From an optimization exercise on the open Yosys and OpenROAD flow, aimed at small area and a short achievable clock period; shortcuts taken in it are not production practice.
Only simulation tests tie the RTL to the original design; equivalence was not proved.
No activity file was given, so power comes from the tool's default toggle rates.

<file path="design.v">
module pe (
    input wire clk,
    input wire rst,
    input wire [31:0] a,
    input wire [31:0] b,
    output wire [31:0] c
);
  reg [63:0] st;
  wire [32:0] bx = {b, 1'b0};
  wire [15:0] one, two, neg;
  genvar gi;
  generate
    for (gi = 0; gi < 16; gi = gi + 1) begin : enc
      assign one[gi] = bx[2*gi+1] ^ bx[2*gi];
      assign two[gi] = (bx[2*gi+2] & ~bx[2*gi+1] & ~bx[2*gi]) | (~bx[2*gi+2] & bx[2*gi+1] & bx[2*gi]);
      assign neg[gi] = bx[2*gi+2];
    end
  endgenerate
  wire [31:0] pp0;
  wire x0 = one[0] & a[0];
  wire e0 = neg[0] & ~x0;
  assign pp0[31:1] = ((a[31:1] & {31{one[0]}}) | (a[30:0] & {31{two[0]}})) ^ {31{neg[0]}};
  assign pp0[0] = x0;
  wire [29:0] pp1;
  wire x1 = one[1] & a[0];
  wire e1 = neg[1] & ~x1;
  assign pp1[29:1] = ((a[29:1] & {29{one[1]}}) | (a[28:0] & {29{two[1]}})) ^ {29{neg[1]}};
  assign pp1[0] = x1;
  wire [27:0] pp2;
  wire x2 = one[2] & a[0];
  wire e2 = neg[2] & ~x2;
  assign pp2[27:1] = ((a[27:1] & {27{one[2]}}) | (a[26:0] & {27{two[2]}})) ^ {27{neg[2]}};
  assign pp2[0] = x2;
  wire [25:0] pp3;
  wire x3 = one[3] & a[0];
  wire e3 = neg[3] & ~x3;
  assign pp3[25:1] = ((a[25:1] & {25{one[3]}}) | (a[24:0] & {25{two[3]}})) ^ {25{neg[3]}};
  assign pp3[0] = x3;
  wire [23:0] pp4;
  wire x4 = one[4] & a[0];
  wire e4 = neg[4] & ~x4;
  assign pp4[23:1] = ((a[23:1] & {23{one[4]}}) | (a[22:0] & {23{two[4]}})) ^ {23{neg[4]}};
  assign pp4[0] = x4;
  wire [21:0] pp5;
  wire x5 = one[5] & a[0];
  wire e5 = neg[5] & ~x5;
  assign pp5[21:1] = ((a[21:1] & {21{one[5]}}) | (a[20:0] & {21{two[5]}})) ^ {21{neg[5]}};
  assign pp5[0] = x5;
  wire [19:0] pp6;
  wire x6 = one[6] & a[0];
  wire e6 = neg[6] & ~x6;
  assign pp6[19:1] = ((a[19:1] & {19{one[6]}}) | (a[18:0] & {19{two[6]}})) ^ {19{neg[6]}};
  assign pp6[0] = x6;
  wire [17:0] pp7;
  wire x7 = one[7] & a[0];
  wire e7 = neg[7] & ~x7;
  assign pp7[17:1] = ((a[17:1] & {17{one[7]}}) | (a[16:0] & {17{two[7]}})) ^ {17{neg[7]}};
  assign pp7[0] = x7;
  wire [15:0] pp8;
  wire x8 = one[8] & a[0];
  wire e8 = neg[8] & ~x8;
  assign pp8[15:1] = ((a[15:1] & {15{one[8]}}) | (a[14:0] & {15{two[8]}})) ^ {15{neg[8]}};
  assign pp8[0] = x8;
  wire [13:0] pp9;
  wire x9 = one[9] & a[0];
  wire e9 = neg[9] & ~x9;
  assign pp9[13:1] = ((a[13:1] & {13{one[9]}}) | (a[12:0] & {13{two[9]}})) ^ {13{neg[9]}};
  assign pp9[0] = x9;
  wire [11:0] pp10;
  wire x10 = one[10] & a[0];
  wire e10 = neg[10] & ~x10;
  assign pp10[11:1] = ((a[11:1] & {11{one[10]}}) | (a[10:0] & {11{two[10]}})) ^ {11{neg[10]}};
  assign pp10[0] = x10;
  wire [9:0] pp11;
  wire x11 = one[11] & a[0];
  wire e11 = neg[11] & ~x11;
  assign pp11[9:1] = ((a[9:1] & {9{one[11]}}) | (a[8:0] & {9{two[11]}})) ^ {9{neg[11]}};
  assign pp11[0] = x11;
  wire [7:0] pp12;
  wire x12 = one[12] & a[0];
  wire e12 = neg[12] & ~x12;
  assign pp12[7:1] = ((a[7:1] & {7{one[12]}}) | (a[6:0] & {7{two[12]}})) ^ {7{neg[12]}};
  assign pp12[0] = x12;
  wire [5:0] pp13;
  wire x13 = one[13] & a[0];
  wire e13 = neg[13] & ~x13;
  assign pp13[5:1] = ((a[5:1] & {5{one[13]}}) | (a[4:0] & {5{two[13]}})) ^ {5{neg[13]}};
  assign pp13[0] = x13;
  wire [3:0] pp14;
  wire x14 = one[14] & a[0];
  wire e14 = neg[14] & ~x14;
  assign pp14[3:1] = ((a[3:1] & {3{one[14]}}) | (a[2:0] & {3{two[14]}})) ^ {3{neg[14]}};
  assign pp14[0] = x14;
  wire [1:0] pp15;
  wire x15 = one[15] & a[0];
  wire e15 = neg[15] & ~x15;
  assign pp15[1:1] = ((a[1:1] & {1{one[15]}}) | (a[0:0] & {1{two[15]}})) ^ {1{neg[15]}};
  assign pp15[0] = x15;
  wire s1, k2;
  ha u1 (.a(st[0]), .b(x0), .s(s1), .co(k2));
  wire s3, k4;
  fa u3 (.a(st[1]), .b(e0), .c(pp0[1]), .s(s3), .co(k4));
  wire s5, k6;
  ha u5 (.a(k2), .b(s3), .s(s5), .co(k6));
  wire s7, k8;
  fa u7 (.a(st[2]), .b(pp0[2]), .c(x1), .s(s7), .co(k8));
  wire s9, k10;
  fa u9 (.a(k4), .b(s7), .c(k6), .s(s9), .co(k10));
  wire s11, k12;
  fa u11 (.a(st[3]), .b(e1), .c(pp0[3]), .s(s11), .co(k12));
  wire s13, k14;
  fa u13 (.a(pp1[1]), .b(k8), .c(s11), .s(s13), .co(k14));
  wire s15, k16;
  ha u15 (.a(s13), .b(k10), .s(s15), .co(k16));
  wire s17, k18;
  fa u17 (.a(st[4]), .b(pp0[4]), .c(pp1[2]), .s(s17), .co(k18));
  wire s19, k20;
  fa u19 (.a(x2), .b(k12), .c(s17), .s(s19), .co(k20));
  wire s21, k22;
  fa u21 (.a(k14), .b(s19), .c(k16), .s(s21), .co(k22));
  wire s23, k24;
  fa u23 (.a(st[5]), .b(e2), .c(pp0[5]), .s(s23), .co(k24));
  wire s25, k26;
  fa u25 (.a(pp1[3]), .b(pp2[1]), .c(k18), .s(s25), .co(k26));
  wire s27, k28;
  fa u27 (.a(s23), .b(k20), .c(s25), .s(s27), .co(k28));
  wire s29, k30;
  ha u29 (.a(s27), .b(k22), .s(s29), .co(k30));
  wire s31, k32;
  fa u31 (.a(st[6]), .b(pp0[6]), .c(pp1[4]), .s(s31), .co(k32));
  wire s33, k34;
  fa u33 (.a(pp2[2]), .b(x3), .c(k24), .s(s33), .co(k34));
  wire s35, k36;
  fa u35 (.a(s31), .b(k26), .c(s33), .s(s35), .co(k36));
  wire s37, k38;
  fa u37 (.a(k28), .b(s35), .c(k30), .s(s37), .co(k38));
  wire s39, k40;
  fa u39 (.a(st[7]), .b(st[8]), .c(e3), .s(s39), .co(k40));
  wire s41, k42;
  fa u41 (.a(pp0[7]), .b(pp1[5]), .c(pp2[3]), .s(s41), .co(k42));
  wire s43, k44;
  fa u43 (.a(pp3[1]), .b(s39), .c(k32), .s(s43), .co(k44));
  wire s45, k46;
  fa u45 (.a(s41), .b(k34), .c(s43), .s(s45), .co(k46));
  wire s47, k48;
  ha u47 (.a(k36), .b(s45), .s(s47), .co(k48));
  wire s49, k50;
  fa u49 (.a(st[9]), .b(pp0[8]), .c(pp1[6]), .s(s49), .co(k50));
  wire s51, k52;
  fa u51 (.a(pp2[4]), .b(pp3[2]), .c(x4), .s(s51), .co(k52));
  wire s53, k54;
  fa u53 (.a(k40), .b(k42), .c(s49), .s(s53), .co(k54));
  wire s55, k56;
  fa u55 (.a(s51), .b(k44), .c(s53), .s(s55), .co(k56));
  wire s57, k58;
  fa u57 (.a(k46), .b(s55), .c(k48), .s(s57), .co(k58));
  wire s59, k60;
  fa u59 (.a(st[10]), .b(e4), .c(pp0[9]), .s(s59), .co(k60));
  wire s61, k62;
  fa u61 (.a(pp1[7]), .b(pp2[5]), .c(pp3[3]), .s(s61), .co(k62));
  wire s63, k64;
  fa u63 (.a(pp4[1]), .b(k50), .c(k52), .s(s63), .co(k64));
  wire s65, k66;
  fa u65 (.a(s59), .b(s61), .c(k54), .s(s65), .co(k66));
  wire s67, k68;
  fa u67 (.a(s63), .b(k56), .c(s65), .s(s67), .co(k68));
  wire s69, k70;
  ha u69 (.a(s67), .b(k58), .s(s69), .co(k70));
  wire s71, k72;
  fa u71 (.a(st[11]), .b(st[12]), .c(pp0[10]), .s(s71), .co(k72));
  wire s73, k74;
  fa u73 (.a(pp1[8]), .b(pp2[6]), .c(pp3[4]), .s(s73), .co(k74));
  wire s75, k76;
  fa u75 (.a(pp4[2]), .b(x5), .c(k60), .s(s75), .co(k76));
  wire s77, k78;
  fa u77 (.a(k62), .b(s71), .c(s73), .s(s77), .co(k78));
  wire s79, k80;
  fa u79 (.a(k64), .b(s75), .c(s77), .s(s79), .co(k80));
  wire s81, k82;
  fa u81 (.a(k66), .b(s79), .c(k68), .s(s81), .co(k82));
  wire s83, k84;
  fa u83 (.a(st[13]), .b(st[14]), .c(e5), .s(s83), .co(k84));
  wire s85, k86;
  fa u85 (.a(pp0[11]), .b(pp1[9]), .c(pp2[7]), .s(s85), .co(k86));
  wire s87, k88;
  fa u87 (.a(pp3[5]), .b(pp4[3]), .c(pp5[1]), .s(s87), .co(k88));
  wire s89, k90;
  fa u89 (.a(s83), .b(k72), .c(k74), .s(s89), .co(k90));
  wire s91, k92;
  fa u91 (.a(s85), .b(s87), .c(k76), .s(s91), .co(k92));
  wire s93, k94;
  fa u93 (.a(s89), .b(k78), .c(s91), .s(s93), .co(k94));
  wire s95, k96;
  ha u95 (.a(k80), .b(s93), .s(s95), .co(k96));
  wire s97, k98;
  fa u97 (.a(st[15]), .b(pp0[12]), .c(pp1[10]), .s(s97), .co(k98));
  wire s99, k100;
  fa u99 (.a(pp2[8]), .b(pp3[6]), .c(pp4[4]), .s(s99), .co(k100));
  wire s101, k102;
  fa u101 (.a(pp5[2]), .b(x6), .c(k84), .s(s101), .co(k102));
  wire s103, k104;
  fa u103 (.a(k86), .b(k88), .c(s97), .s(s103), .co(k104));
  wire s105, k106;
  fa u105 (.a(s99), .b(s101), .c(k90), .s(s105), .co(k106));
  wire s107, k108;
  fa u107 (.a(s103), .b(k92), .c(s105), .s(s107), .co(k108));
  wire s109, k110;
  fa u109 (.a(k94), .b(s107), .c(k96), .s(s109), .co(k110));
  wire s111, k112;
  fa u111 (.a(st[16]), .b(st[17]), .c(e6), .s(s111), .co(k112));
  wire s113, k114;
  fa u113 (.a(pp0[13]), .b(pp1[11]), .c(pp2[9]), .s(s113), .co(k114));
  wire s115, k116;
  fa u115 (.a(pp3[7]), .b(pp4[5]), .c(pp5[3]), .s(s115), .co(k116));
  wire s117, k118;
  fa u117 (.a(pp6[1]), .b(s111), .c(k98), .s(s117), .co(k118));
  wire s119, k120;
  fa u119 (.a(k100), .b(s113), .c(s115), .s(s119), .co(k120));
  wire s121, k122;
  fa u121 (.a(k102), .b(k104), .c(s117), .s(s121), .co(k122));
  wire s123, k124;
  fa u123 (.a(s119), .b(k106), .c(s121), .s(s123), .co(k124));
  wire s125, k126;
  ha u125 (.a(k108), .b(s123), .s(s125), .co(k126));
  wire s127, k128;
  fa u127 (.a(st[18]), .b(st[19]), .c(pp0[14]), .s(s127), .co(k128));
  wire s129, k130;
  fa u129 (.a(pp1[12]), .b(pp2[10]), .c(pp3[8]), .s(s129), .co(k130));
  wire s131, k132;
  fa u131 (.a(pp4[6]), .b(pp5[4]), .c(pp6[2]), .s(s131), .co(k132));
  wire s133, k134;
  fa u133 (.a(x7), .b(k112), .c(k114), .s(s133), .co(k134));
  wire s135, k136;
  fa u135 (.a(k116), .b(s127), .c(s129), .s(s135), .co(k136));
  wire s137, k138;
  fa u137 (.a(s131), .b(k118), .c(s133), .s(s137), .co(k138));
  wire s139, k140;
  fa u139 (.a(k120), .b(s135), .c(k122), .s(s139), .co(k140));
  wire s141, k142;
  fa u141 (.a(s137), .b(s139), .c(k124), .s(s141), .co(k142));
  wire s143, k144;
  fa u143 (.a(st[20]), .b(st[21]), .c(e7), .s(s143), .co(k144));
  wire s145, k146;
  fa u145 (.a(pp0[15]), .b(pp1[13]), .c(pp2[11]), .s(s145), .co(k146));
  wire s147, k148;
  fa u147 (.a(pp3[9]), .b(pp4[7]), .c(pp5[5]), .s(s147), .co(k148));
  wire s149, k150;
  fa u149 (.a(pp6[3]), .b(pp7[1]), .c(s143), .s(s149), .co(k150));
  wire s151, k152;
  fa u151 (.a(k128), .b(k130), .c(k132), .s(s151), .co(k152));
  wire s153, k154;
  fa u153 (.a(s145), .b(s147), .c(s149), .s(s153), .co(k154));
  wire s155, k156;
  fa u155 (.a(k134), .b(k136), .c(s151), .s(s155), .co(k156));
  wire s157, k158;
  fa u157 (.a(s153), .b(k138), .c(s155), .s(s157), .co(k158));
  wire s159, k160;
  ha u159 (.a(k140), .b(s157), .s(s159), .co(k160));
  wire s161, k162;
  fa u161 (.a(st[22]), .b(st[23]), .c(pp0[16]), .s(s161), .co(k162));
  wire s163, k164;
  fa u163 (.a(pp1[14]), .b(pp2[12]), .c(pp3[10]), .s(s163), .co(k164));
  wire s165, k166;
  fa u165 (.a(pp4[8]), .b(pp5[6]), .c(pp6[4]), .s(s165), .co(k166));
  wire s167, k168;
  fa u167 (.a(pp7[2]), .b(x8), .c(k144), .s(s167), .co(k168));
  wire s169, k170;
  fa u169 (.a(k146), .b(k148), .c(s161), .s(s169), .co(k170));
  wire s171, k172;
  fa u171 (.a(s163), .b(s165), .c(k150), .s(s171), .co(k172));
  wire s173, k174;
  fa u173 (.a(s167), .b(k152), .c(s169), .s(s173), .co(k174));
  wire s175, k176;
  fa u175 (.a(k154), .b(s171), .c(k156), .s(s175), .co(k176));
  wire s177, k178;
  fa u177 (.a(s173), .b(k158), .c(s175), .s(s177), .co(k178));
  wire s179, k180;
  fa u179 (.a(st[24]), .b(st[25]), .c(e8), .s(s179), .co(k180));
  wire s181, k182;
  fa u181 (.a(pp0[17]), .b(pp1[15]), .c(pp2[13]), .s(s181), .co(k182));
  wire s183, k184;
  fa u183 (.a(pp3[11]), .b(pp4[9]), .c(pp5[7]), .s(s183), .co(k184));
  wire s185, k186;
  fa u185 (.a(pp6[5]), .b(pp7[3]), .c(pp8[1]), .s(s185), .co(k186));
  wire s187, k188;
  fa u187 (.a(s179), .b(k162), .c(k164), .s(s187), .co(k188));
  wire s189, k190;
  fa u189 (.a(k166), .b(s181), .c(s183), .s(s189), .co(k190));
  wire s191, k192;
  fa u191 (.a(s185), .b(k168), .c(k170), .s(s191), .co(k192));
  wire s193, k194;
  fa u193 (.a(s187), .b(s189), .c(k172), .s(s193), .co(k194));
  wire s195, k196;
  fa u195 (.a(k174), .b(s191), .c(s193), .s(s195), .co(k196));
  wire s197, k198;
  ha u197 (.a(k176), .b(s195), .s(s197), .co(k198));
  wire s199, k200;
  fa u199 (.a(st[26]), .b(st[27]), .c(pp0[18]), .s(s199), .co(k200));
  wire s201, k202;
  fa u201 (.a(pp1[16]), .b(pp2[14]), .c(pp3[12]), .s(s201), .co(k202));
  wire s203, k204;
  fa u203 (.a(pp4[10]), .b(pp5[8]), .c(pp6[6]), .s(s203), .co(k204));
  wire s205, k206;
  fa u205 (.a(pp7[4]), .b(pp8[2]), .c(x9), .s(s205), .co(k206));
  wire s207, k208;
  fa u207 (.a(k180), .b(k182), .c(k184), .s(s207), .co(k208));
  wire s209, k210;
  fa u209 (.a(k186), .b(s199), .c(s201), .s(s209), .co(k210));
  wire s211, k212;
  fa u211 (.a(s203), .b(s205), .c(k188), .s(s211), .co(k212));
  wire s213, k214;
  fa u213 (.a(k190), .b(s207), .c(s209), .s(s213), .co(k214));
  wire s215, k216;
  fa u215 (.a(k192), .b(s211), .c(k194), .s(s215), .co(k216));
  wire s217, k218;
  fa u217 (.a(s213), .b(k196), .c(s215), .s(s217), .co(k218));
  wire s219, k220;
  fa u219 (.a(st[28]), .b(st[29]), .c(st[30]), .s(s219), .co(k220));
  wire s221, k222;
  fa u221 (.a(s219), .b(e9), .c(pp0[19]), .s(s221), .co(k222));
  wire s223, k224;
  fa u223 (.a(pp1[17]), .b(pp2[15]), .c(pp3[13]), .s(s223), .co(k224));
  wire s225, k226;
  fa u225 (.a(pp4[11]), .b(pp5[9]), .c(pp6[7]), .s(s225), .co(k226));
  wire s227, k228;
  fa u227 (.a(pp7[5]), .b(pp8[3]), .c(pp9[1]), .s(s227), .co(k228));
  wire s229, k230;
  fa u229 (.a(k200), .b(k202), .c(k204), .s(s229), .co(k230));
  wire s231, k232;
  fa u231 (.a(k206), .b(s221), .c(s223), .s(s231), .co(k232));
  wire s233, k234;
  fa u233 (.a(s225), .b(s227), .c(k208), .s(s233), .co(k234));
  wire s235, k236;
  fa u235 (.a(k210), .b(s229), .c(s231), .s(s235), .co(k236));
  wire s237, k238;
  fa u237 (.a(k212), .b(s233), .c(k214), .s(s237), .co(k238));
  wire s239, k240;
  ha u239 (.a(s235), .b(k216), .s(s239), .co(k240));
  wire s241, k242;
  fa u241 (.a(st[31]), .b(st[32]), .c(k220), .s(s241), .co(k242));
  wire s243, k244;
  fa u243 (.a(s241), .b(pp0[20]), .c(pp1[18]), .s(s243), .co(k244));
  wire s245, k246;
  fa u245 (.a(pp2[16]), .b(pp3[14]), .c(pp4[12]), .s(s245), .co(k246));
  wire s247, k248;
  fa u247 (.a(pp5[10]), .b(pp6[8]), .c(pp7[6]), .s(s247), .co(k248));
  wire s249, k250;
  fa u249 (.a(pp8[4]), .b(pp9[2]), .c(x10), .s(s249), .co(k250));
  wire s251, k252;
  fa u251 (.a(k222), .b(k224), .c(k226), .s(s251), .co(k252));
  wire s253, k254;
  fa u253 (.a(k228), .b(s243), .c(s245), .s(s253), .co(k254));
  wire s255, k256;
  fa u255 (.a(s247), .b(s249), .c(k230), .s(s255), .co(k256));
  wire s257, k258;
  fa u257 (.a(k232), .b(s251), .c(s253), .s(s257), .co(k258));
  wire s259, k260;
  fa u259 (.a(k234), .b(s255), .c(k236), .s(s259), .co(k260));
  wire s261, k262;
  fa u261 (.a(s257), .b(k238), .c(s259), .s(s261), .co(k262));
  wire s263, k264;
  fa u263 (.a(st[33]), .b(st[34]), .c(st[35]), .s(s263), .co(k264));
  wire s265, k266;
  fa u265 (.a(s263), .b(k242), .c(e10), .s(s265), .co(k266));
  wire s267, k268;
  fa u267 (.a(pp0[21]), .b(pp10[1]), .c(pp1[19]), .s(s267), .co(k268));
  wire s269, k270;
  fa u269 (.a(pp2[17]), .b(pp3[15]), .c(pp4[13]), .s(s269), .co(k270));
  wire s271, k272;
  fa u271 (.a(pp5[11]), .b(pp6[9]), .c(pp7[7]), .s(s271), .co(k272));
  wire s273, k274;
  fa u273 (.a(pp8[5]), .b(pp9[3]), .c(s265), .s(s273), .co(k274));
  wire s275, k276;
  fa u275 (.a(k244), .b(k246), .c(k248), .s(s275), .co(k276));
  wire s277, k278;
  fa u277 (.a(k250), .b(s267), .c(s269), .s(s277), .co(k278));
  wire s279, k280;
  fa u279 (.a(s271), .b(s273), .c(k252), .s(s279), .co(k280));
  wire s281, k282;
  fa u281 (.a(k254), .b(s275), .c(s277), .s(s281), .co(k282));
  wire s283, k284;
  fa u283 (.a(k256), .b(s279), .c(k258), .s(s283), .co(k284));
  wire s285, k286;
  ha u285 (.a(s281), .b(k260), .s(s285), .co(k286));
  wire s287, k288;
  fa u287 (.a(st[36]), .b(st[37]), .c(k264), .s(s287), .co(k288));
  wire s289, k290;
  fa u289 (.a(s287), .b(pp0[22]), .c(pp10[2]), .s(s289), .co(k290));
  wire s291, k292;
  fa u291 (.a(pp1[20]), .b(pp2[18]), .c(pp3[16]), .s(s291), .co(k292));
  wire s293, k294;
  fa u293 (.a(pp4[14]), .b(pp5[12]), .c(pp6[10]), .s(s293), .co(k294));
  wire s295, k296;
  fa u295 (.a(pp7[8]), .b(pp8[6]), .c(pp9[4]), .s(s295), .co(k296));
  wire s297, k298;
  fa u297 (.a(x11), .b(k266), .c(k268), .s(s297), .co(k298));
  wire s299, k300;
  fa u299 (.a(k270), .b(k272), .c(s289), .s(s299), .co(k300));
  wire s301, k302;
  fa u301 (.a(s291), .b(s293), .c(s295), .s(s301), .co(k302));
  wire s303, k304;
  fa u303 (.a(k274), .b(k276), .c(s297), .s(s303), .co(k304));
  wire s305, k306;
  fa u305 (.a(k278), .b(s299), .c(s301), .s(s305), .co(k306));
  wire s307, k308;
  fa u307 (.a(k280), .b(s303), .c(k282), .s(s307), .co(k308));
  wire s309, k310;
  fa u309 (.a(s305), .b(k284), .c(s307), .s(s309), .co(k310));
  wire s311, k312;
  fa u311 (.a(st[38]), .b(st[39]), .c(st[40]), .s(s311), .co(k312));
  wire s313, k314;
  fa u313 (.a(s311), .b(k288), .c(e11), .s(s313), .co(k314));
  wire s315, k316;
  fa u315 (.a(pp0[23]), .b(pp10[3]), .c(pp11[1]), .s(s315), .co(k316));
  wire s317, k318;
  fa u317 (.a(pp1[21]), .b(pp2[19]), .c(pp3[17]), .s(s317), .co(k318));
  wire s319, k320;
  fa u319 (.a(pp4[15]), .b(pp5[13]), .c(pp6[11]), .s(s319), .co(k320));
  wire s321, k322;
  fa u321 (.a(pp7[9]), .b(pp8[7]), .c(pp9[5]), .s(s321), .co(k322));
  wire s323, k324;
  fa u323 (.a(s313), .b(k290), .c(k292), .s(s323), .co(k324));
  wire s325, k326;
  fa u325 (.a(k294), .b(k296), .c(s315), .s(s325), .co(k326));
  wire s327, k328;
  fa u327 (.a(s317), .b(s319), .c(s321), .s(s327), .co(k328));
  wire s329, k330;
  fa u329 (.a(k298), .b(k300), .c(s323), .s(s329), .co(k330));
  wire s331, k332;
  fa u331 (.a(k302), .b(s325), .c(s327), .s(s331), .co(k332));
  wire s333, k334;
  fa u333 (.a(k304), .b(s329), .c(k306), .s(s333), .co(k334));
  wire s335, k336;
  ha u335 (.a(s331), .b(k308), .s(s335), .co(k336));
  wire s337, k338;
  fa u337 (.a(st[41]), .b(st[42]), .c(k312), .s(s337), .co(k338));
  wire s339, k340;
  fa u339 (.a(s337), .b(pp0[24]), .c(pp10[4]), .s(s339), .co(k340));
  wire s341, k342;
  fa u341 (.a(pp11[2]), .b(pp1[22]), .c(pp2[20]), .s(s341), .co(k342));
  wire s343, k344;
  fa u343 (.a(pp3[18]), .b(pp4[16]), .c(pp5[14]), .s(s343), .co(k344));
  wire s345, k346;
  fa u345 (.a(pp6[12]), .b(pp7[10]), .c(pp8[8]), .s(s345), .co(k346));
  wire s347, k348;
  fa u347 (.a(pp9[6]), .b(x12), .c(k314), .s(s347), .co(k348));
  wire s349, k350;
  fa u349 (.a(k316), .b(k318), .c(k320), .s(s349), .co(k350));
  wire s351, k352;
  fa u351 (.a(k322), .b(s339), .c(s341), .s(s351), .co(k352));
  wire s353, k354;
  fa u353 (.a(s343), .b(s345), .c(s347), .s(s353), .co(k354));
  wire s355, k356;
  fa u355 (.a(k324), .b(k326), .c(s349), .s(s355), .co(k356));
  wire s357, k358;
  fa u357 (.a(k328), .b(s351), .c(s353), .s(s357), .co(k358));
  wire s359, k360;
  fa u359 (.a(k330), .b(s355), .c(k332), .s(s359), .co(k360));
  wire s361, k362;
  fa u361 (.a(s357), .b(k334), .c(s359), .s(s361), .co(k362));
  wire s363, k364;
  fa u363 (.a(st[43]), .b(st[44]), .c(st[45]), .s(s363), .co(k364));
  wire s365, k366;
  fa u365 (.a(s363), .b(k338), .c(e12), .s(s365), .co(k366));
  wire s367, k368;
  fa u367 (.a(pp0[25]), .b(pp10[5]), .c(pp11[3]), .s(s367), .co(k368));
  wire s369, k370;
  fa u369 (.a(pp12[1]), .b(pp1[23]), .c(pp2[21]), .s(s369), .co(k370));
  wire s371, k372;
  fa u371 (.a(pp3[19]), .b(pp4[17]), .c(pp5[15]), .s(s371), .co(k372));
  wire s373, k374;
  fa u373 (.a(pp6[13]), .b(pp7[11]), .c(pp8[9]), .s(s373), .co(k374));
  wire s375, k376;
  fa u375 (.a(pp9[7]), .b(s365), .c(k340), .s(s375), .co(k376));
  wire s377, k378;
  fa u377 (.a(k342), .b(k344), .c(k346), .s(s377), .co(k378));
  wire s379, k380;
  fa u379 (.a(s367), .b(s369), .c(s371), .s(s379), .co(k380));
  wire s381, k382;
  fa u381 (.a(s373), .b(k348), .c(k350), .s(s381), .co(k382));
  wire s383, k384;
  fa u383 (.a(s375), .b(k352), .c(s377), .s(s383), .co(k384));
  wire s385, k386;
  fa u385 (.a(s379), .b(k354), .c(k356), .s(s385), .co(k386));
  wire s387, k388;
  fa u387 (.a(s381), .b(s383), .c(k358), .s(s387), .co(k388));
  wire s389, k390;
  ha u389 (.a(s385), .b(k360), .s(s389), .co(k390));
  wire s391, k392;
  fa u391 (.a(st[46]), .b(st[47]), .c(st[48]), .s(s391), .co(k392));
  wire s393, k394;
  fa u393 (.a(k364), .b(s391), .c(pp0[26]), .s(s393), .co(k394));
  wire s395, k396;
  fa u395 (.a(pp10[6]), .b(pp11[4]), .c(pp12[2]), .s(s395), .co(k396));
  wire s397, k398;
  fa u397 (.a(pp1[24]), .b(pp2[22]), .c(pp3[20]), .s(s397), .co(k398));
  wire s399, k400;
  fa u399 (.a(pp4[18]), .b(pp5[16]), .c(pp6[14]), .s(s399), .co(k400));
  wire s401, k402;
  fa u401 (.a(pp7[12]), .b(pp8[10]), .c(pp9[8]), .s(s401), .co(k402));
  wire s403, k404;
  fa u403 (.a(x13), .b(k366), .c(k368), .s(s403), .co(k404));
  wire s405, k406;
  fa u405 (.a(k370), .b(k372), .c(k374), .s(s405), .co(k406));
  wire s407, k408;
  fa u407 (.a(s393), .b(s395), .c(s397), .s(s407), .co(k408));
  wire s409, k410;
  fa u409 (.a(s399), .b(s401), .c(k376), .s(s409), .co(k410));
  wire s411, k412;
  fa u411 (.a(k378), .b(s403), .c(s405), .s(s411), .co(k412));
  wire s413, k414;
  fa u413 (.a(k380), .b(s407), .c(k382), .s(s413), .co(k414));
  wire s415, k416;
  fa u415 (.a(s409), .b(k384), .c(s411), .s(s415), .co(k416));
  wire s417, k418;
  fa u417 (.a(k386), .b(s413), .c(s415), .s(s417), .co(k418));
  wire s419, k420;
  fa u419 (.a(st[49]), .b(st[50]), .c(st[51]), .s(s419), .co(k420));
  wire s421, k422;
  fa u421 (.a(k392), .b(s419), .c(e13), .s(s421), .co(k422));
  wire s423, k424;
  fa u423 (.a(pp0[27]), .b(pp10[7]), .c(pp11[5]), .s(s423), .co(k424));
  wire s425, k426;
  fa u425 (.a(pp12[3]), .b(pp13[1]), .c(pp1[25]), .s(s425), .co(k426));
  wire s427, k428;
  fa u427 (.a(pp2[23]), .b(pp3[21]), .c(pp4[19]), .s(s427), .co(k428));
  wire s429, k430;
  fa u429 (.a(pp5[17]), .b(pp6[15]), .c(pp7[13]), .s(s429), .co(k430));
  wire s431, k432;
  fa u431 (.a(pp8[11]), .b(pp9[9]), .c(s421), .s(s431), .co(k432));
  wire s433, k434;
  fa u433 (.a(k394), .b(k396), .c(k398), .s(s433), .co(k434));
  wire s435, k436;
  fa u435 (.a(k400), .b(k402), .c(s423), .s(s435), .co(k436));
  wire s437, k438;
  fa u437 (.a(s425), .b(s427), .c(s429), .s(s437), .co(k438));
  wire s439, k440;
  fa u439 (.a(s431), .b(k404), .c(k406), .s(s439), .co(k440));
  wire s441, k442;
  fa u441 (.a(k408), .b(s433), .c(s435), .s(s441), .co(k442));
  wire s443, k444;
  fa u443 (.a(s437), .b(k410), .c(k412), .s(s443), .co(k444));
  wire s445, k446;
  fa u445 (.a(s439), .b(s441), .c(k414), .s(s445), .co(k446));
  wire s447, k448;
  ha u447 (.a(k416), .b(s443), .s(s447), .co(k448));
  wire s449, k450;
  fa u449 (.a(st[52]), .b(st[53]), .c(st[54]), .s(s449), .co(k450));
  wire s451, k452;
  fa u451 (.a(k420), .b(s449), .c(pp0[28]), .s(s451), .co(k452));
  wire s453, k454;
  fa u453 (.a(pp10[8]), .b(pp11[6]), .c(pp12[4]), .s(s453), .co(k454));
  wire s455, k456;
  fa u455 (.a(pp13[2]), .b(pp1[26]), .c(pp2[24]), .s(s455), .co(k456));
  wire s457, k458;
  fa u457 (.a(pp3[22]), .b(pp4[20]), .c(pp5[18]), .s(s457), .co(k458));
  wire s459, k460;
  fa u459 (.a(pp6[16]), .b(pp7[14]), .c(pp8[12]), .s(s459), .co(k460));
  wire s461, k462;
  fa u461 (.a(pp9[10]), .b(x14), .c(k422), .s(s461), .co(k462));
  wire s463, k464;
  fa u463 (.a(k424), .b(k426), .c(k428), .s(s463), .co(k464));
  wire s465, k466;
  fa u465 (.a(k430), .b(s451), .c(s453), .s(s465), .co(k466));
  wire s467, k468;
  fa u467 (.a(s455), .b(s457), .c(s459), .s(s467), .co(k468));
  wire s469, k470;
  fa u469 (.a(k432), .b(s461), .c(k434), .s(s469), .co(k470));
  wire s471, k472;
  fa u471 (.a(k436), .b(s463), .c(k438), .s(s471), .co(k472));
  wire s473, k474;
  fa u473 (.a(s465), .b(s467), .c(k440), .s(s473), .co(k474));
  wire s475, k476;
  fa u475 (.a(s469), .b(k442), .c(s471), .s(s475), .co(k476));
  wire s477, k478;
  fa u477 (.a(k444), .b(s473), .c(s475), .s(s477), .co(k478));
  wire s479, k480;
  fa u479 (.a(st[55]), .b(st[56]), .c(st[57]), .s(s479), .co(k480));
  wire s481, k482;
  fa u481 (.a(k450), .b(s479), .c(e14), .s(s481), .co(k482));
  wire s483, k484;
  fa u483 (.a(pp0[29]), .b(pp10[9]), .c(pp11[7]), .s(s483), .co(k484));
  wire s485, k486;
  fa u485 (.a(pp12[5]), .b(pp13[3]), .c(pp14[1]), .s(s485), .co(k486));
  wire s487, k488;
  fa u487 (.a(pp1[27]), .b(pp2[25]), .c(pp3[23]), .s(s487), .co(k488));
  wire s489, k490;
  fa u489 (.a(pp4[21]), .b(pp5[19]), .c(pp6[17]), .s(s489), .co(k490));
  wire s491, k492;
  fa u491 (.a(pp7[15]), .b(pp8[13]), .c(pp9[11]), .s(s491), .co(k492));
  wire s493, k494;
  fa u493 (.a(s481), .b(k452), .c(k454), .s(s493), .co(k494));
  wire s495, k496;
  fa u495 (.a(k456), .b(k458), .c(k460), .s(s495), .co(k496));
  wire s497, k498;
  fa u497 (.a(s483), .b(s485), .c(s487), .s(s497), .co(k498));
  wire s499, k500;
  fa u499 (.a(s489), .b(s491), .c(k462), .s(s499), .co(k500));
  wire s501, k502;
  fa u501 (.a(k464), .b(s493), .c(k466), .s(s501), .co(k502));
  wire s503, k504;
  fa u503 (.a(s495), .b(k468), .c(s497), .s(s503), .co(k504));
  wire s505, k506;
  fa u505 (.a(s499), .b(k470), .c(k472), .s(s505), .co(k506));
  wire s507, k508;
  fa u507 (.a(s501), .b(s503), .c(k474), .s(s507), .co(k508));
  wire s509, k510;
  ha u509 (.a(s505), .b(k476), .s(s509), .co(k510));
  wire s511, k512;
  fa u511 (.a(st[58]), .b(st[59]), .c(st[60]), .s(s511), .co(k512));
  wire s513, k514;
  fa u513 (.a(k480), .b(s511), .c(pp0[30]), .s(s513), .co(k514));
  wire s515, k516;
  fa u515 (.a(pp10[10]), .b(pp11[8]), .c(pp12[6]), .s(s515), .co(k516));
  wire s517, k518;
  fa u517 (.a(pp13[4]), .b(pp14[2]), .c(pp1[28]), .s(s517), .co(k518));
  wire s519, k520;
  fa u519 (.a(pp2[26]), .b(pp3[24]), .c(pp4[22]), .s(s519), .co(k520));
  wire s521, k522;
  fa u521 (.a(pp5[20]), .b(pp6[18]), .c(pp7[16]), .s(s521), .co(k522));
  wire s523, k524;
  fa u523 (.a(pp8[14]), .b(pp9[12]), .c(x15), .s(s523), .co(k524));
  wire s525, k526;
  fa u525 (.a(k482), .b(k484), .c(k486), .s(s525), .co(k526));
  wire s527, k528;
  fa u527 (.a(k488), .b(k490), .c(k492), .s(s527), .co(k528));
  wire s529, k530;
  fa u529 (.a(s513), .b(s515), .c(s517), .s(s529), .co(k530));
  wire s531, k532;
  fa u531 (.a(s519), .b(s521), .c(s523), .s(s531), .co(k532));
  wire s533, k534;
  fa u533 (.a(k494), .b(k496), .c(s525), .s(s533), .co(k534));
  wire s535, k536;
  fa u535 (.a(s527), .b(k498), .c(k500), .s(s535), .co(k536));
  wire s537, k538;
  fa u537 (.a(s529), .b(s531), .c(k502), .s(s537), .co(k538));
  wire s539, k540;
  fa u539 (.a(s533), .b(k504), .c(s535), .s(s539), .co(k540));
  wire s541, k542;
  fa u541 (.a(k506), .b(s537), .c(s539), .s(s541), .co(k542));
  wire s543, k544;
  fa u543 (.a(st[61]), .b(st[62]), .c(st[63]), .s(s543), .co(k544));
  wire s545, k546;
  fa u545 (.a(k512), .b(s543), .c(e15), .s(s545), .co(k546));
  wire s547, k548;
  fa u547 (.a(pp0[31]), .b(pp10[11]), .c(pp11[9]), .s(s547), .co(k548));
  wire s549, k550;
  fa u549 (.a(pp12[7]), .b(pp13[5]), .c(pp14[3]), .s(s549), .co(k550));
  wire s551, k552;
  fa u551 (.a(pp15[1]), .b(pp1[29]), .c(pp2[27]), .s(s551), .co(k552));
  wire s553, k554;
  fa u553 (.a(pp3[25]), .b(pp4[23]), .c(pp5[21]), .s(s553), .co(k554));
  wire s555, k556;
  fa u555 (.a(pp6[19]), .b(pp7[17]), .c(pp8[15]), .s(s555), .co(k556));
  wire s557, k558;
  fa u557 (.a(pp9[13]), .b(s545), .c(k514), .s(s557), .co(k558));
  wire s559, k560;
  fa u559 (.a(k516), .b(k518), .c(k520), .s(s559), .co(k560));
  wire s561, k562;
  fa u561 (.a(k522), .b(k524), .c(s547), .s(s561), .co(k562));
  wire s563, k564;
  fa u563 (.a(s549), .b(s551), .c(s553), .s(s563), .co(k564));
  wire s565, k566;
  fa u565 (.a(s555), .b(k526), .c(k528), .s(s565), .co(k566));
  wire s567, k568;
  fa u567 (.a(s557), .b(k530), .c(s559), .s(s567), .co(k568));
  wire s569, k570;
  fa u569 (.a(k532), .b(s561), .c(s563), .s(s569), .co(k570));
  wire s571, k572;
  fa u571 (.a(k534), .b(s565), .c(k536), .s(s571), .co(k572));
  wire s573, k574;
  fa u573 (.a(s567), .b(s569), .c(k538), .s(s573), .co(k574));
  wire s575, k576;
  ha u575 (.a(s571), .b(k540), .s(s575), .co(k576));
  wire [63:0] nx;
  assign nx[0] = s1;
  assign nx[1] = s5;
  assign nx[2] = s9;
  assign nx[3] = s15;
  assign nx[4] = s21;
  assign nx[5] = s29;
  assign nx[6] = s37;
  assign nx[7] = s47;
  assign nx[8] = k38;
  assign nx[9] = s57;
  assign nx[10] = s69;
  assign nx[11] = k70;
  assign nx[12] = s81;
  assign nx[13] = s95;
  assign nx[14] = k82;
  assign nx[15] = s109;
  assign nx[16] = s125;
  assign nx[17] = k110;
  assign nx[18] = k126;
  assign nx[19] = s141;
  assign nx[20] = k142;
  assign nx[21] = s159;
  assign nx[22] = k160;
  assign nx[23] = s177;
  assign nx[24] = k178;
  assign nx[25] = s197;
  assign nx[26] = k198;
  assign nx[27] = s217;
  assign nx[28] = s237;
  assign nx[29] = s239;
  assign nx[30] = k218;
  assign nx[31] = k240;
  assign nx[32] = s261;
  assign nx[33] = s283;
  assign nx[34] = s285;
  assign nx[35] = k262;
  assign nx[36] = k286;
  assign nx[37] = s309;
  assign nx[38] = s333;
  assign nx[39] = s335;
  assign nx[40] = k310;
  assign nx[41] = k336;
  assign nx[42] = s361;
  assign nx[43] = s387;
  assign nx[44] = s389;
  assign nx[45] = k362;
  assign nx[46] = k388;
  assign nx[47] = k390;
  assign nx[48] = s417;
  assign nx[49] = s445;
  assign nx[50] = s447;
  assign nx[51] = k418;
  assign nx[52] = k446;
  assign nx[53] = k448;
  assign nx[54] = s477;
  assign nx[55] = s507;
  assign nx[56] = s509;
  assign nx[57] = k478;
  assign nx[58] = k508;
  assign nx[59] = k510;
  assign nx[60] = s541;
  assign nx[61] = s573;
  assign nx[62] = s575;
  assign nx[63] = k542;
  always @(posedge clk or posedge rst) begin
    if (rst)
      st <= 64'd0;
    else
      st <= nx;
  end
  assign c[0] = st[0];
  assign c[1] = st[1];
  assign c[2] = st[2];
  assign c[3] = st[3];
  assign c[4] = st[4];
  assign c[5] = st[5];
  assign c[6] = st[6];
  wire s100001, k100002;
  fa u100001 (.a(st[28]), .b(st[29]), .c(st[30]), .s(s100001), .co(k100002));
  wire s100003, k100004;
  fa u100003 (.a(st[31]), .b(st[32]), .c(k100002), .s(s100003), .co(k100004));
  wire s100005, k100006;
  fa u100005 (.a(st[33]), .b(st[34]), .c(st[35]), .s(s100005), .co(k100006));
  wire s100007, k100008;
  fa u100007 (.a(st[36]), .b(st[37]), .c(k100006), .s(s100007), .co(k100008));
  wire s100009, k100010;
  fa u100009 (.a(st[38]), .b(st[39]), .c(st[40]), .s(s100009), .co(k100010));
  wire s100011, k100012;
  fa u100011 (.a(st[41]), .b(st[42]), .c(k100010), .s(s100011), .co(k100012));
  wire s100013, k100014;
  fa u100013 (.a(st[43]), .b(st[44]), .c(st[45]), .s(s100013), .co(k100014));
  wire s100015, k100016;
  fa u100015 (.a(st[46]), .b(st[47]), .c(st[48]), .s(s100015), .co(k100016));
  wire s100017, k100018;
  fa u100017 (.a(st[49]), .b(st[50]), .c(st[51]), .s(s100017), .co(k100018));
  wire s100019, k100020;
  fa u100019 (.a(st[52]), .b(st[53]), .c(st[54]), .s(s100019), .co(k100020));
  wire s100021, k100022;
  fa u100021 (.a(st[55]), .b(st[56]), .c(st[57]), .s(s100021), .co(k100022));
  wire s100023, k100024;
  fa u100023 (.a(st[58]), .b(st[59]), .c(st[60]), .s(s100023), .co(k100024));
  wire s100025, k100026;
  fa u100025 (.a(st[61]), .b(st[62]), .c(st[63]), .s(s100025), .co(k100026));
  wire [24:0] ax = {k100024, k100022, k100020, k100018, k100016, k100014, s100013, s100011, s100009, s100007, s100005, s100003, s100001, st[26], st[24], st[22], st[20], st[18], st[16], st[15], st[13], st[11], st[10], st[9], st[7]};
  wire [24:0] bxx = {s100025, s100023, s100021, s100019, s100017, s100015, k100012, 1'b0, k100008, 1'b0, k100004, 1'b0, 1'b0, st[27], st[25], st[23], st[21], st[19], st[17], 1'b0, st[14], st[12], 1'b0, 1'b0, st[8]};
  wire [24:0] p0 = ax ^ bxx;
  wire [24:0] g0 = ax & bxx;
  wire bg1 = g0[1] | (p0[1] & g0[0]);
  wire bg2 = g0[3] | (p0[3] & g0[2]);
  wire bp2 = p0[3] & p0[2];
  wire bg3 = g0[5] | (p0[5] & g0[4]);
  wire bp3 = p0[5] & p0[4];
  wire bg4 = g0[7] | (p0[7] & g0[6]);
  wire bp4 = p0[7] & p0[6];
  wire bg5 = g0[9] | (p0[9] & g0[8]);
  wire bp5 = p0[9] & p0[8];
  wire bg6 = g0[11] | (p0[11] & g0[10]);
  wire bp6 = p0[11] & p0[10];
  wire bg7 = g0[13] | (p0[13] & g0[12]);
  wire bp7 = p0[13] & p0[12];
  wire bg8 = g0[15] | (p0[15] & g0[14]);
  wire bp8 = p0[15] & p0[14];
  wire bg9 = g0[17] | (p0[17] & g0[16]);
  wire bp9 = p0[17] & p0[16];
  wire bg10 = g0[19] | (p0[19] & g0[18]);
  wire bp10 = p0[19] & p0[18];
  wire bg11 = g0[21] | (p0[21] & g0[20]);
  wire bp11 = p0[21] & p0[20];
  wire bg12 = g0[23] | (p0[23] & g0[22]);
  wire bp12 = p0[23] & p0[22];
  wire bg13 = bg2 | (bp2 & bg1);
  wire bg14 = bg4 | (bp4 & bg3);
  wire bp14 = bp4 & bp3;
  wire bg15 = bg6 | (bp6 & bg5);
  wire bp15 = bp6 & bp5;
  wire bg16 = bg8 | (bp8 & bg7);
  wire bp16 = bp8 & bp7;
  wire bg17 = bg10 | (bp10 & bg9);
  wire bp17 = bp10 & bp9;
  wire bg18 = bg12 | (bp12 & bg11);
  wire bp18 = bp12 & bp11;
  wire bg19 = bg14 | (bp14 & bg13);
  wire bg20 = bg16 | (bp16 & bg15);
  wire bp20 = bp16 & bp15;
  wire bg21 = bg18 | (bp18 & bg17);
  wire bp21 = bp18 & bp17;
  wire bg22 = bg20 | (bp20 & bg19);
  wire bg23 = bg21 | (bp21 & bg22);
  wire bg24 = bg15 | (bp15 & bg19);
  wire bg25 = bg17 | (bp17 & bg22);
  wire bg26 = bg3 | (bp3 & bg13);
  wire bg27 = bg5 | (bp5 & bg19);
  wire bg28 = bg7 | (bp7 & bg24);
  wire bg29 = bg9 | (bp9 & bg22);
  wire bg30 = bg11 | (bp11 & bg25);
  wire bg31 = g0[2] | (p0[2] & bg1);
  wire bg32 = g0[4] | (p0[4] & bg13);
  wire bg33 = g0[6] | (p0[6] & bg26);
  wire bg34 = g0[8] | (p0[8] & bg19);
  wire bg35 = g0[10] | (p0[10] & bg27);
  wire bg36 = g0[12] | (p0[12] & bg24);
  wire bg37 = g0[14] | (p0[14] & bg28);
  wire bg38 = g0[16] | (p0[16] & bg22);
  wire bg39 = g0[18] | (p0[18] & bg29);
  wire bg40 = g0[20] | (p0[20] & bg25);
  wire bg41 = g0[22] | (p0[22] & bg30);
  wire bg42 = g0[24] | (p0[24] & bg23);
  assign c[7] = p0[0];
  assign c[8] = p0[1] ^ g0[0];
  assign c[9] = p0[2] ^ bg1;
  assign c[10] = p0[3] ^ bg31;
  assign c[11] = p0[4] ^ bg13;
  assign c[12] = p0[5] ^ bg32;
  assign c[13] = p0[6] ^ bg26;
  assign c[14] = p0[7] ^ bg33;
  assign c[15] = p0[8] ^ bg19;
  assign c[16] = p0[9] ^ bg34;
  assign c[17] = p0[10] ^ bg27;
  assign c[18] = p0[11] ^ bg35;
  assign c[19] = p0[12] ^ bg24;
  assign c[20] = p0[13] ^ bg36;
  assign c[21] = p0[14] ^ bg28;
  assign c[22] = p0[15] ^ bg37;
  assign c[23] = p0[16] ^ bg22;
  assign c[24] = p0[17] ^ bg38;
  assign c[25] = p0[18] ^ bg29;
  assign c[26] = p0[19] ^ bg39;
  assign c[27] = p0[20] ^ bg25;
  assign c[28] = p0[21] ^ bg40;
  assign c[29] = p0[22] ^ bg30;
  assign c[30] = p0[23] ^ bg41;
  assign c[31] = p0[24] ^ bg23;
endmodule
module fa (
    input wire a,
    input wire b,
    input wire c,
    output wire s,
    output wire co
);
  assign s = a ^ b ^ c;
  assign co = (a & b) | (a & c) | (b & c);
endmodule
module ha (
    input wire a,
    input wire b,
    output wire s,
    output wire co
);
  assign s = a ^ b;
  assign co = a & b;
endmodule
</file>
<file path="flow/run.sh">
#!/bin/bash
set -euo pipefail
export BUFFER_PORTS_ARGS="-buffer_cell sky130_fd_sc_hd__buf_2"
bash standard.sh > standard.log 2>&1
</file>
<file path="standard.sh">
#!/bin/bash
# synth_recipe.tcl (not shown) runs the flow's synth.tcl, then flattens the netlist and writes it again
# the make line also repeats each setting of config.mk as NAME=value (left out here)
make -C /OpenROAD-flow-scripts/flow DESIGN_CONFIG=/design/flow/config.mk WORK_HOME=/design/flow/orfs CLKGATE_MAP_FILE= SYNTH_SCRIPT=/design/flow/synth_recipe.tcl "${@:-finish}"
</file>
<file path="config.mk">
export PLATFORM = sky130hd
export DESIGN_NAME = pe
export DESIGN_NICKNAME = pe
export VERILOG_FILES = /design/flow/design.v
export SDC_FILE = /design/flow/constraint.sdc
export NUM_CORES = 4
export LEC_CHECK = 0
export ABC_AREA = 1
export CAP_MARGIN = 20
export CORE_MARGIN = 2
export CORE_UTILIZATION = 40
export CTS_BUF_LIST = sky130_fd_sc_hd__clkbuf_8
export CTS_CLUSTER_DIAMETER = 120
export CTS_CLUSTER_SIZE = 50
export SETUP_SLACK_MARGIN = 3.6
export SLEW_MARGIN = 20
export SYNTH_HIERARCHICAL = 1
export TNS_END_PERCENT = 0
</file>
<file path="constraint.sdc">
create_clock -name core_clock -period 9.0 [get_ports {clk}]
set_input_delay 1.8000 -clock core_clock [delete_from_list [all_inputs] [get_ports {clk}]]
set_output_delay 1.8000 -clock core_clock [all_outputs]
set_load 0.01 [all_outputs]
</file>
==> results of run 1 <==
[modules after synthesis (local to each module, per instance)]
module / cells inside / area [um2] / flops+latches
pe: 996 / 7821 / 64
fa: 1 / 20.02 / 0
ha: 1 / 12.51 / 0
[power groups by stage]
| stage | Clock (mW) | Combinational (mW) | Sequential [mW] |
|---|---|---|---|
| floorplan | 0 | 4.47 | 0.765 |
| global placement | 0 | 6.26 | 0.802 |
| detailed placement | 0 | 6.42 | 0.802 |
| CTS | 0.290 | 6.52 | 0.798 |
| global route | 0.297 | 7.39 | 0.819 |
| finish | 0.282 | 6.41 | 0.793 |
[cell families (layout without fill, tap and decap cells)]
group / Yosys count / in the layout / share of synthesized area
adders and majority gates: 330 / 330 / 0.4613
buffers and inverters: 215 / 229 / 0.07360
AOI/OAI and AO/OA: 296 / 299 / 0.1400
and+or+nand+nor: 124 / 124 / 0.03730
xor gates and xnor gates: 268 / 268 / 0.1711
other: 0 / 2 / 0
DFF: 64 / 64 / 0.1167
[metal layers]
| layer | GRT usage | vias to the layer above |
|---|---|---|
| met2 | 0.3632 | 586 |
| li1 | - | 4333 |
| met4 | 0.09135 | 0 |
| met5 | 0 | - |
| met1 | 0.3343 | 5241 |
| met3 | 0.06265 | 91 |
[metrics by stage]
step / area [um2] / util / power [mW] / hold WS, ns / setup slack [ns]
global placement: 14190 / 0.4222 / 7.067 / 0.5208 / 2.343
floorplan: 13720 / - / 5.232 / 0.4796 / 3.784
detailed placement: 14190 / 0.4222 / 7.222 / 0.5266 / 2.183
global route: 14790 / 0.4400 / 8.505 / 0.5446 / 3.580
finish: 14800 / 0.4402 / 7.484 / 0.5262 / 3.670
CTS: 14550 / 0.4327 / 7.611 / 0.5469 / 3.525
[worst min-delay path by stage]
| stage | startpoint | endpoint | depth (start not counted) |
|---|---|---|---|
| after floorplan | st[0] | st[0] | 1 |
| after global placement | st[0] | st[0] | 1 |
| after detailed placement | st[0] | st[0] | 1 |
| after CTS | st[0] | st[0] | 1 |
| after global routing | st[0] | st[0] | 1 |
| final | st[0] | st[0] | 1 |
[area by class of cell]
cell class / instances / area [um2] / share of cell area
diodes: 2 / 5.005 / 0.0003382
inverters: 90 / 341.6 / 0.02308
clock buffers: 9 / 123.9 / 0.008371
multi-input cells: 1021 / 11270 / 0.7617
flip-flops and latches: 64 / 1602 / 0.1082
repair buffers: 122 / 808.3 / 0.05463
clock inverters: 7 / 80.08 / 0.005412
repair inverters: 1 / 5.005 / 0.0003382
well taps: 448 / 560.5 / 0.03788
[cell usage after synthesis, types with 7 or more instances]
master and instances:
clkinv_1 7, buf_4 23, o22ai_1 244, nand2_1 58, nor2_1 45, a21oi_2 8
buf_2 63, fa_1 293, dfrtp_1 64, o21ai_0 20, o22ai_2 10, xor2_1 264
clkbuf_1 30, inv_1 79, a21oi_1 10, ha_1 37
[repair_timing]
action                                  CTS  global route
buffers inserted                          2             9
hold buffers                              0             0
endpoints found under the setup margin   61            35
gates resized for setup                  30            26
endpoints found under the hold margin     0             0
pin swaps                                 2             4
gates cloned                              2             2
==> run_results.csv, run 1 <==
group,metric,value,unit
outcome,outcome,"complete, no violations",
timing,setup_viol,0,
global_routing,grt_pass1_wl,65.06,mm
timing,finalMaxSlewViolations,0,
clock_tree,clk_latency,0.39,ns
floorplanning,core-area,33620,um2
finish,top_register,"st",
pwr,p_comb_frac,0.856,
synth,yosys_most_used_dff,"dfrtp_1",
clock_tree,cts_tree,"done",
synth,yosysUniqueCellTypes,30,
setup_path,cpMaxStageDelayCell,"fa_1",
setup_path,path_delay_family,"adder cells",
pwr,peakVddDrop,0.2598,mV
synth,synth-seq-cells,64,
setup_path,max_stage_delay,0.59,ns
synth,synth_warnings,7,
route,vias,10250,
finish,areaGrowthSynthToFinish,7.852,%
global_routing,overflow,0,
synth,avgSynthCellArea,10.58,um2
timing,skew,0.009266,ns
global_routing,antenna_found_initial,1,
route,wl_met3,4.342,mm
synth,syn-num-nets,1693,
timing,worstMarginPinSlew,1.023,ns
place,dp.cells,1730,
setup_path,cp-end-kind,"flip-flop",
finish,final_cell_mix,"fa_1, xor2_1, o22ai_1",
pwr,switchingPower,3.787,mW
floorplanning,io_pins,98,
finish,largest_reg_flops,64,
clock_tree,clockRootBuffer,"clkbuf_8",
place,dpl.hpwl,29.99,mm
route,route.detailed.drc,0,
pwr,power.internal,3.698,mW
route,firstDrtPassIters,5,
synth,synth_enable_flop_cells,0,
finish,final_common_cell,"fa_1",
floorplanning,fp.dieW,189.2,um
clock_tree,numCtsBuffers,9,
floorplanning,die_h,189.2,um
setup_path,startpoint,"b[7]",
worst_hold_path,hold_class,"reg -> reg",
finish,fillers,3166,
route,drt-met1-wl,17.38,mm
global_routing,grt_pass1_vias,10720,
finish,top_regs,"st: 64 flops",
place,portBuffers,97,
setup_path,reg2reg_depth,7,
route,ant_nets,0,
setup_path,worstPathRequired,9.28,ns
pwr,power.leakage,6.318,nW
finish,drive_gt1_frac,0.1461,
pwr,clkPwrFrac,0.038,
global_routing,grt_max_degree,65,
synth,seq_area_frac_synth,0.1167,
run,cap_viol_max_count,0,
setup_path,crit_path_end,"st[54]",
synth,yosysTopAreaCell,"fa_1",
setup_path,critPathKind,"in -> reg",
route,wl_per_cell,24.00,um
route,dr_wl_met2,19.13,mm
pwr,p_sw_frac,0.5059,
global_routing,grt_usage,0.2411,
route,drt_iter0_markers,1042,
route,viasPerCell,5.811,
timing,final.setup.tns,0,ns
floorplanning,initial_core_util,0.4081,
setup_path,cp_max_fo,32,
synth,async_flop_share,1.000,
setup_path,crit_arrival,5.61,ns
synth,synth_cells,1297,
setup_path,reg2reg_slack,5.05,ns
route,routed_wl,42.34,mm
timing,finalHoldViolations,0,
setup_path,cp_num_cells,12,
timing,fin_crit,5.330,ns
setup_path,crit_chain,"clkbuf_8 -> nand2_1 -> nor2_1 -> a21oi_2 -> buf_4 -> o22ai_1 -> xor2_1 -> fa_1 -> fa_1 -> fa_1 -> fa_1 -> fa_1",
timing,clock.fmax,187.6,MHz
setup_path,r2r_start,"st[33]",
place,globalplace.congestion,0.8618,
synth,synth_area_leaders,"fa_1, xor2_1, dfrtp_1, o22ai_1, ha_1",
clock_tree,path_clk_slew,0.09,ns
timing,relSlewSlack,0.3169,
route,top_layer,"met4",
floorplanning,die-area,35800,um2
finish,fin_cells,1764,
floorplanning,num_rows,67,
timing,period_share,0.5922,
synth,syn_area,13720,um2
setup_path,crit_top_cell,"fa_1",
pwr,seqPwrFrac,0.106,
setup_path,reg2reg_to,"st[42]",
pwr,pwr_density_cell,505.8,nW/um2
synth,synth_top_area_share,0.4275,
setup_path,cp-start-kind,"input port",
clock_tree,h-tree-depth,3,
timing,rsz0062_at_grt,"yes",
clock_tree,cts_buffer_depth,2,
finish,nNetsFinal,1705,
clock_tree,clock_sinks,64,
setup_path,path_buf_inv,2,
==> run 2, diff against run 1 <==
==> flow/run.sh (replaced) <==
#!/bin/bash
set -euo pipefail
export BUFFER_PORTS_ARGS="-buffer_cell sky130_fd_sc_hd__buf_2"
export PRE_RESIZE_TCL="$(pwd)/flow/pre_resize.tcl"
bash standard.sh > standard.log 2>&1
==> flow/pre_resize.tcl (new file) <==
# Limit fanout for the repair_design call that follows (placement stage only).
puts "pre_resize: set_max_fanout 12"
set_max_fanout 12 [current_design]
--- a/config.mk
+++ b/config.mk
@@ -10,8 +10,7 @@
 export CORE_MARGIN = 2
 export CORE_UTILIZATION = 40
 export CTS_BUF_LIST = sky130_fd_sc_hd__clkbuf_8
-export CTS_CLUSTER_DIAMETER = 120
-export CTS_CLUSTER_SIZE = 50
+export CTS_CLUSTER_SIZE = 30
 export SETUP_SLACK_MARGIN = 3.6
 export SLEW_MARGIN = 20
 export SYNTH_HIERARCHICAL = 1
==> run_results.csv, run 2 <==
group,metric,value,unit
synth,yosysUniqueCellTypes,30,
clock_tree,clockRootBuffer,"clkbuf_8",
clock_tree,numCtsBuffers,9,
global_routing,overflow,0,
place,portBuffers,97,
finish,nNetsFinal,1812,
route,vias,11030,
finish,top_register,"st",
route,drt_iter0_markers,1254,
floorplanning,num_rows,67,
clock_tree,clk_latency,0.40,ns
floorplanning,core-area,33620,um2
timing,clock.fmax,184.5,MHz
timing,skew,0.01204,ns
setup_path,crit_chain,"buf_2 -> clkdlybuf4s50_1 -> xor2_1 -> fa_1 -> fa_1 -> fa_1 -> fa_1 -> fa_1",
synth,synth-seq-cells,64,
setup_path,critPathKind,"in -> reg",
finish,final_common_cell,"fa_1",
outcome,outcome,"complete, no violations",
global_routing,grt_usage,0.2739,
synth,synth_most_common_cell,"fa_1",
worst_hold_path,min_from,"st[0]",
synth,synth_top_area_share,0.4275,
place,globalplace.congestion,0.8618,
setup_path,max_stage_delay,1.06,ns
clock_tree,clock_sinks,64,
pwr,power,7.747,mW
setup_path,cp_max_fo,12,
place,placed_cell_area,15320,um2
synth,yosysTopAreaCell,"fa_1",
timing,worstMarginPinSlew,0.8629,ns
setup_path,worstPathRequired,9.27,ns
setup_path,reg2reg_slack,5.03,ns
synth,synth_warnings,7,
global_routing,grt_pass1_wl,72.66,mm
route,ant_nets,0,
worst_hold_path,hold_class,"reg -> reg",
synth,synth_enable_flop_cells,0,
finish,largest_reg_flops,64,
synth,yosys_most_used_dff,"dfrtp_1",
route,route.detailed.drc,0,
floorplanning,die-area,35800,um2
place,dpl.hpwl,37.86,mm
timing,setup_viol,0,
run,cap_viol_max_count,0,
route,routed_wl,47.75,mm
clock_tree,cts_buffer_depth,2,
floorplanning,die_h,189.2,um
finish,antennaDiodeCount,0,
timing,rsz0062_at_grt,"yes",
synth,syn-num-nets,1693,
setup_path,startpoint,"b[15]",
setup_path,crit_top_cell,"fa_1",
floorplanning,fp.dieW,189.2,um
setup_path,cp-end-kind,"flip-flop",
global_routing,grt_max_degree,13,
setup_path,r2r_start,"st[28]",
timing,relSlewSlack,0.4247,
timing,finalHoldViolations,0,
global_routing,antenna_found_initial,1,
route,wl_per_cell,25.55,um
setup_path,cpMaxStageDelayCell,"clkdlybuf4s50_1",
synth,synthTopCellsByCount,"fa_1, xor2_1, o22ai_1",
clock_tree,hold_buffers,0,
finish,final_cell_mix,"fa_1, xor2_1, o22ai_1",
timing,finalMaxSlewViolations,0,
floorplanning,io_pins,98,
clock_tree,h-tree-depth,3,
finish,top_regs,"st: 64 flops",
setup_path,crit_arrival,5.69,ns
clock_tree,cts_tree,"done",
synth,syn_area,13720,um2
pwr,peakVddDrop,0.2609,mV
finish,areaGrowthSynthToFinish,15.36,%
pwr,pwr_density_cell,489.5,nW/um2
route,viasPerCell,5.902,
synth,seq_area_frac_synth,0.1167,
timing,period_share,0.6022,
timing,fin_crit,5.420,ns
finish,drive_gt1_frac,0.1985,
setup_path,cp-start-kind,"input port",
clock_tree,path_clk_slew,0.08,ns
synth,async_flop_share,1.000,
finish,final_core_util,0.4708,
synth,synth_cells,1297,
finish,design_area,15830,um2
floorplanning,initial_core_util,0.4081,
synth,synth_area_leaders,"fa_1, xor2_1, dfrtp_1, o22ai_1, ha_1",
pwr,power.leakage,6.936,nW
global_routing,grt_pass1_vias,11770,
synth,avgSynthCellArea,10.58,um2
route,firstDrtPassIters,6,
[run 2: cell counts after synthesis]
Identical to the previous run, type by type.
[run 2: final timing paths]
check / end / cells past startpoint
worst max-delay path: st[54] / 8
worst min-delay path: st[0] / 1
worst max register to register: st[37] / 8
worst min register to register: st[0] / 1
max in group asynchronous: st[29] / 5
min in group asynchronous: st[8] / 3
[run 2: cell families after synthesis]
group / count (synthesis) / share of synthesized area
and+or+nand+nor: 124 / 0.03730
DFF: 64 / 0.1167
AOI/OAI and AO/OA: 296 / 0.1400
buffers and inverters: 215 / 0.07360
xor gates and xnor gates: 268 / 0.1711
adders and majority gates: 330 / 0.4613
[run 2: per-layer routing]
metal | up-vias | GRT usage | routed length [um]
met5 | - | 0 | 13
met4 | 2 | 0.1175 | 1979
met3 | 130 | 0.07210 | 5031
met2 | 717 | 0.4239 | 21900
met1 | 5656 | 0.3638 | 18830
li1 | 4526 | - | -
[run 2: through the flow]
step	hold slack, ns	setup WS [ns]	TNS [ns]	cells
CTS	0.5437	3.572	0	1863
finish	0.5249	3.580	0	1869
global route	0.5440	3.512	0	1869
floorplan	0.4796	3.784	0	1297
global placement	0.5208	2.343	0	1730
detailed placement	0.5234	-0.2812	-3.029	1843
[run 2: critical path: cells and delay by family]
kind	cells	cell delay (ns)
xor+xnor	1	0.21
buf+inv	2	1.20
fa+ha+maj	5	2.46
[run 2: area by class of cell]
class,instances,area [um2]
clock inverters,7,120.1
repair buffers,233,1799
flip-flops and latches,64,1602
clock buffers,9,123.9
well taps,448,560.5
multi-input cells,1018,11280
fillers,3126,17790
inverters,90,337.8
[run 2: what timing repair did]
item,CTS,global route
endpoints found under the setup margin,65,28
setup buffers,4,6
resized for setup,427,105
pin swaps,2,13
[run 2: Yosys stat by module, one instance, submodules excluded]
module	flip-flops and latches	area, um2	copies in the design	cells inside
ha	0	12.51	17	1
fa	0	20.02	284	1
pe	64	7821	1	996
[run 2: power breakdown]
group | total (mW) | leakage [nW] | internal, mW | switching [mW]
clock | 0.335 | 0.119 | 0.185 | 0.150
combinational | 6.62 | 6.06 | 3.04 | 3.58
sequential | 0.793 | 0.761 | 0.630 | 0.163
==> run 3, diff against run 2 <==
==> flow/run.sh (replaced) <==
#!/bin/bash
set -euo pipefail
export BUFFER_PORTS_ARGS="-buffer_cell sky130_fd_sc_hd__buf_2"
bash standard.sh > standard.log 2>&1
--- a/config.mk
+++ b/config.mk
@@ -11,7 +11,7 @@
 export CORE_UTILIZATION = 40
 export CTS_BUF_LIST = sky130_fd_sc_hd__clkbuf_8
 export CTS_CLUSTER_SIZE = 30
-export SETUP_SLACK_MARGIN = 3.6
+export SETUP_SLACK_MARGIN = 3.75
 export SLEW_MARGIN = 20
 export SYNTH_HIERARCHICAL = 1
-export TNS_END_PERCENT = 0
+export TNS_END_PERCENT = 5
removed: flow/pre_resize.tcl
==> run_results.csv, run 3 <==
group,metric,value,unit
floorplanning,num_rows,67,
pwr,power,7.559,mW
setup_path,critPathKind,"in -> reg",
floorplanning,core-area,33620,um2
setup_path,worstPathRequired,9.27,ns
synth,syn-num-nets,1693,
floorplanning,io_pins,98,
place,globalplace.congestion,0.8618,
synth,avgSynthCellArea,10.58,um2
timing,final.setup.tns,0,ns
synth,synth_area_leaders,"fa_1, xor2_1, dfrtp_1, o22ai_1, ha_1",
setup_path,cp_max_fo,23,
place,dp.cells,1730,
run,cap_viol_max_count,0,
timing,worstMarginPinSlew,0.9467,ns
global_routing,grt_pass1_vias,10810,
synth,synth_cells,1297,
route,drt_iter0_markers,1045,
setup_path,reg2reg_slack,4.90,ns
worst_hold_path,hold_class,"reg -> reg",
pwr,pwr_density_cell,498.7,nW/um2
synth,synth_compound_area_frac,0.1400,
outcome,outcome,"complete, no violations",
floorplanning,fp.dieW,189.2,um
global_routing,antenna_found_initial,1,
synth,synthAdderAreaFrac,0.4613,
clock_tree,clockRootBuffer,"clkbuf_8",
route,route.detailed.drc,0,
setup_path,cp-end-kind,"flip-flop",
route,routed_wl,43.33,mm
finish,nNetsFinal,1720,
timing,finalMaxSlewViolations,0,
synth,yosys.area_share.simple,0.03730,
clock_tree,hold_buffers,0,
global_routing,grt_pass1_wl,65.63,mm
place,dpl.hpwl,29.99,mm
clock_tree,clock_sinks,64,
global_routing,grt_max_degree,65,
synth,yosysTopAreaCell,"fa_1",
synth,synth_enable_flop_cells,0,
clock_tree,cts_buffer_depth,2,
synth,synth_xor_area_frac,0.1711,
synth,muxShareOfSynthArea,0,
timing,clock.fmax,193.3,MHz
pwr,peakVddDrop,0.2595,mV
timing,skew,0.008920,ns
clock_tree,numCtsBuffers,9,
floorplanning,die_h,189.2,um
global_routing,grt_usage,0.2434,
global_routing,overflow,0,
route,viasPerCell,5.881,
finish,top_register,"st",
synth,async_flop_share,1.000,
finish,fillers,3130,
timing,fin_crit,5.173,ns
route,ant_nets,0,
finish,largest_reg_flops,64,
clock_tree,h-tree-depth,3,
timing,relSlewSlack,0.3681,
synth,synthTopCellsByCount,"fa_1, xor2_1, o22ai_1",
synth,seq_area_frac_synth,0.1167,
place,placed_cell_area,14190,um2
finish,top_regs,"st: 64 flops",
synth,synth_top_area_share,0.4275,
pwr,power.leakage,6.453,nW
clock_tree,cts_tree,"done",
synth,synth-seq-cells,64,
clock_tree,clk_latency,0.39,ns
timing,hold-worst-slack,0.5263,ns
finish,fin_cells,1779,
synth,synth_warnings,7,
-- run 3: final timing paths --
kind / cells past startpoint / start / end
setup / recovery: 9 / a[9] / st[54]
hold reg to reg: 1 / st[0] / st[0]
min in group asynchronous: 3 / rst / st[1]
hold / removal: 1 / st[0] / st[0]
setup reg to reg: 9 / st[28] / st[37]
max in group asynchronous: 3 / rst / st[34]
-- run 3: cell type report --
type,count,area (um2),area share
antenna,2,5.005,0.0003302
clock buffer,9,123.9,0.008173
clock inverter,7,80.08,0.005284
inverter,90,350.3,0.02312
multi-input combinational,1021,11350,0.7490
sequential,64,1602,0.1057
tap,448,560.5,0.03699
timing repair buffer,137,1075,0.07092
timing repair inverter,1,7.507,0.0004953
-- run 3: cell families after synthesis --
logic type | count (synthesis)
AOI/OAI and AO/OA | 296
xor gates and xnor gates | 268
adders and majority gates | 330
buffers and inverters | 215
DFF | 64
and+or+nand+nor | 124
-- run 3: metal layers --
| layer | GRT usage | part of all wire | wire length [um] | up-vias |
|---|---|---|---|---|
| met1 | 0.3392 | 0.41 | 17930 | 5425 |
| met5 | 0 | 0 | 0 | - |
| li1 | - | - | - | 4355 |
| met3 | 0.05913 | 0.098 | 4227 | 89 |
| met4 | 0.08594 | 0.032 | 1407 | 0 |
| met2 | 0.3707 | 0.46 | 19760 | 594 |
-- run 3: power breakdown --
part / total (mW) / switching [mW] / internal (mW)
registers: 0.793 / 0.163 / 0.630
logic: 6.48 / 3.50 / 2.98
clock network: 0.283 / 0.153 / 0.131
total: 7.56 / 3.82 / 3.74
-- run 3: worst max-delay path, stage by stage --
cell,delay (ns)
buf_2,0.10
inv_1,0.67
o22ai_1,0.22
xor2_1,0.21
fa_1,0.47
fa_1,0.48
fa_1,0.59
fa_1,0.45
fa_1,0.44
-- run 3: per-stage QoR --
stage	worst slack (ns)	util
finish	3.827	0.4509
CTS	3.683	0.4397
global placement	2.343	0.4222
global route	3.716	0.4507
floorplan	3.784	-
detailed placement	2.183	0.4222
-- run 3: modules after synthesis (local to each module, per instance) --
module	times used	flops+latches
fa	284	0
ha	17	0
pe	1	64
-- run 3: what timing repair did --
item / in CTS / in global routing
setup endpoints to repair: 67 / 33
buffers inserted: 14 / 11
pin swaps: 6 / 10
gates resized for setup: 48 / 40
cloned: 3 / 3

[what the ideal ports hide]
The results above use ideal ports. As a check the final layouts listed here were re-extracted and re-timed, cells and wires unchanged.
Step 1 assumes that a clkbuf_16 drives the clock port and a buf_2 every other input.
Step 2 times the ports against the registers' clock, not the clock port: input delays grow and output delays shrink by t, the midpoint of the rising clock arrivals with the driver on.
a / b / c = ideal ports / drivers / drivers and shift; a / b = the first two.
| run | t, ns | slack for setup (ns) |
|---|---|---|
| run 1 | 0.435 | 3.670 / 3.681 / 3.251 |
| run 2 | 0.438 | 3.580 / 3.598 / 3.160 |
| run 3 | 0.434 | 3.827 / 3.797 / 3.372 |
After both steps setup and hold are still met in every run listed.
